From an optimization exercise on the open Yosys and OpenROAD flow, aimed at small area and a short achievable clock period; shortcuts taken in it are not production practice. Only simulation tests tie the RTL to the original design; equivalence was not proved. Power and IR drop assume default switching activity.

## the previous run
==> flow/design.v <==
module PIPELINE_Processor(
  input clk,
  input reset,
  output [63:0] imem_addr,
  input  [31:0] imem_rdata,
  output [63:0] dmem_addr,
  output [63:0] dmem_wdata,
  output dmem_we,
  output dmem_re,
  input  [63:0] dmem_rdata,
  output wb_en,
  output [4:0] wb_rd,
  output [63:0] wb_data
);
  reg  [63:1] pc;
  reg         ifid_r, ifid_ld, ifid_sd, ifid_br, ifid_ai;    
  reg  [31:7] ifid_ins;
  reg  [63:1] ifid_pc;
  reg         idex_rw, idex_mr, idex_mw, idex_br;
  reg         idex_sub, idex_and, idex_or, idex_imm;
  reg         idex_fa, idex_fb;                           
  reg  [4:0]  idex_rd;
  reg  [11:0] idex_immv;
  reg  [63:0] idex_a, idex_b;
  reg  [63:1] idex_tgt;
  reg         exm_rw, exm_mr, exm_mw, exm_tk;
  reg  [4:0]  exm_rd;
  reg  [63:0] exm_alu, exm_wd;
  reg  [63:1] exm_tgt;
  reg         mwb_rw;
  reg  [4:0]  mwb_rd;
  reg  [63:0] mwb_d;
  wire [63:0] rf [1:31];
  reg  [31:1] rv;
  wire [6:0] op = imem_rdata[6:0];
  wire [63:1] pc_inc = pc + 63'd2;
  wire [63:1] pc_nx  = exm_tk ? exm_tgt : pc_inc;
  always @(posedge clk or posedge reset)
    if (reset) begin
      pc <= 63'd0;
      ifid_r <= 1'b0; ifid_ld <= 1'b0; ifid_sd <= 1'b0; ifid_br <= 1'b0; ifid_ai <= 1'b0;
    end else begin
      pc <= pc_nx;
      ifid_r  <= (op == 7'b0110011);
      ifid_ld <= (op == 7'b0000011);
      ifid_sd <= (op == 7'b0100011);
      ifid_br <= (op == 7'b1100011);
      ifid_ai <= (op == 7'b0010011);
    end
  always @(posedge clk) begin
    ifid_ins <= imem_rdata[31:7];
    ifid_pc  <= pc;
  end
  assign imem_addr = {pc, 1'b0};
  wire [4:0] rd  = ifid_ins[11:7];
  wire [4:0] rs1 = ifid_ins[19:15];
  wire [4:0] rs2 = ifid_ins[24:20];
  wire [3:0] fn  = {ifid_ins[30], ifid_ins[14:12]};
  wire [11:0] immI = ifid_ins[31:20];
  wire [11:0] immS = {ifid_ins[31:25], ifid_ins[11:7]};
  wire [12:1] immB = {ifid_ins[31], ifid_ins[7], ifid_ins[30:25], ifid_ins[11:8]};
  wire [63:1] tgt  = ifid_pc + {{51{immB[12]}}, immB};
  wire [63:0] mem_val = exm_mr ? dmem_rdata : exm_alu;
  reg [63:0] rf1, rf2;
  reg        v1, v2;
  integer i;
  always @(*) begin
    rf1 = 64'd0; rf2 = 64'd0; v1 = 1'b0; v2 = 1'b0;
    for (i = 1; i < 32; i = i + 1) begin
      if (rs1 == i && rv[i]) begin rf1 = rf1 | rf[i]; v1 = 1'b1; end
      if (rs2 == i && rv[i]) begin rf2 = rf2 | rf[i]; v2 = 1'b1; end
    end
  end
  wire [63:0] reg1 = v1 ? rf1 : {59'd0, rs1};
  wire [63:0] reg2 = v2 ? rf2 : {59'd0, rs2};
  wire exm_fw = exm_rw & (exm_rd != 5'd0);
  wire mwb_fw = mwb_rw & (mwb_rd != 5'd0);
  wire idex_fw = idex_rw & (idex_rd != 5'd0);
  wire [63:0] opa = (exm_fw && exm_rd == rs1) ? mem_val :
                    (mwb_fw && mwb_rd == rs1) ? mwb_d : reg1;
  wire [63:0] opb = (exm_fw && exm_rd == rs2) ? mem_val :
                    (mwb_fw && mwb_rd == rs2) ? mwb_d : reg2;
  always @(posedge clk or posedge reset)
    if (reset) begin
      idex_rw <= 1'b0; idex_mr <= 1'b0; idex_mw <= 1'b0; idex_br <= 1'b0;
    end else begin
      idex_rw <= ifid_r | ifid_ld | ifid_ai;
      idex_mr <= ifid_ld;
      idex_mw <= ifid_sd;
      idex_br <= ifid_br;
    end
  always @(posedge clk) begin
    idex_sub  <= ifid_r & (fn == 4'b1000);
    idex_and  <= ifid_r & (fn == 4'b0111);
    idex_or   <= ifid_r & (fn == 4'b0110);
    idex_imm  <= ifid_ld | ifid_sd | ifid_ai;
    idex_fa   <= idex_fw && idex_rd == rs1;
    idex_fb   <= idex_fw && idex_rd == rs2;
    idex_rd   <= rd;
    idex_immv <= ifid_sd ? immS : immI;
    idex_a    <= opa;
    idex_b    <= opb;
    idex_tgt  <= tgt;
  end
  wire [63:0] a  = idex_fa ? exm_alu : idex_a;
  wire [63:0] bf = idex_fb ? exm_alu : idex_b;
  wire [63:0] b  = idex_imm ? {{52{idex_immv[11]}}, idex_immv} : bf;
  wire [63:0] bx = b ^ {64{idex_sub}};
  wire [64:0] sum = {a, 1'b1} + {bx, idex_sub};
  wire [63:0] res = idex_and ? (a & b) : idex_or ? (a | b) : sum[64:1];
  wire        eq  = (a == bf);
  always @(posedge clk or posedge reset)
    if (reset) begin
      exm_rw <= 1'b0; exm_mr <= 1'b0; exm_mw <= 1'b0; exm_tk <= 1'b0;
    end else begin
      exm_rw <= idex_rw;
      exm_mr <= idex_mr;
      exm_mw <= idex_mw;
      exm_tk <= idex_br & eq;
    end
  always @(posedge clk) begin
    exm_rd  <= idex_rd;
    exm_alu <= res;
    exm_wd  <= bf;
    exm_tgt <= idex_tgt;
  end
  assign dmem_addr  = exm_alu;
  assign dmem_wdata = exm_wd;
  assign dmem_we    = exm_mw;
  assign dmem_re    = exm_mr;
  always @(posedge clk or posedge reset)
    if (reset) mwb_rw <= 1'b0;
    else       mwb_rw <= exm_rw;
  always @(posedge clk) begin
    mwb_rd <= exm_rd;
    mwb_d  <= mem_val;
  end
  assign wb_en   = mwb_rw;
  assign wb_rd   = mwb_rd;
  assign wb_data = mwb_d;
  genvar g;
  generate
    for (g = 1; g < 32; g = g + 1) begin : regs
      reg [63:0] x;
      always @(posedge clk)
        if (mwb_rw && mwb_rd == g) x <= mwb_d;
      assign rf[g] = x;
    end
  endgenerate
  always @(posedge clk or posedge reset)
    if (reset) rv <= 31'd0;
    else if (mwb_rw && mwb_rd != 5'd0) rv[mwb_rd] <= 1'b1;
endmodule
Settings: LEC_CHECK=0, CAP_MARGIN=20, CORE_MARGIN=2, CORE_UTILIZATION=50, PLACE_DENSITY=0.6, SETUP_SLACK_MARGIN=5, SLEW_MARGIN=20; clock period 10.0 ns.
run.sh (not shown) runs the stock make flow with config.mk's settings and CLKGATE_MAP_FILE= SYNTH_SCRIPT=/design/flow/synth_recipe.tcl, a recipe that flattens the netlist after the stock synthesis.
For the current run, these inputs were changed with respect to the previous run:
diff --git a/flow/config.mk b/flow/config.mk
--- a/flow/config.mk
+++ b/flow/config.mk
@@ -8,6 +8,5 @@
 export CAP_MARGIN = 20
 export CORE_MARGIN = 2
-export CORE_UTILIZATION = 50
-export PLACE_DENSITY = 0.6
-export SETUP_SLACK_MARGIN = 5
+export CORE_UTILIZATION = 22
+export PLACE_DENSITY = 0.35
 export SLEW_MARGIN = 20
==> notes.md <==
- The current run completed every stage of the flow, and the final layout passed the timing, DRC and antenna checks.
- Per the comparison of the current run with the previous run, proportion of cell area spent on the clock network went up by 0.44 points, post-CTS setup repair buffer count went down by 1, area added between synthesis and finish went up by 5.3 points, global-route usage went down by 23 points, clock power went up by about 10%.
- The current run vs. the previous run: number of clock-tree buffers in the layout went down, final hold slack fell by 0.0085 ns.

## separate check: timing with driven ports
Ports are ideal in the flow. The routed layouts listed here were re-timed in OpenROAD.
Step 1 assumes that a clkbuf_16 drives the clock port and a buf_2 every other input.
Step 2 adds t to the input delays and takes it off the output delays; t is the mean of the earliest and latest rising clock arrival at the registers after step 1. Input paths then give back, and output paths get back, about the clock's delay inside the block.
a / b / c = ideal / step 1 / step 2; a / b = the first two.
run	shift t [ns]	setup slack, ns	slew at the worst register clock pin (ns)	worst slew at a driven data input, ns	cell pins on the clock port's net
the previous run	1.060	4.645 / 4.645 / 4.645	0.07 / 0.07	0.09	1
the current run	1.115	4.332 / 4.332 / 4.332	0.07 / 0.07	0.10	1
After both steps every run listed still meets setup and hold.
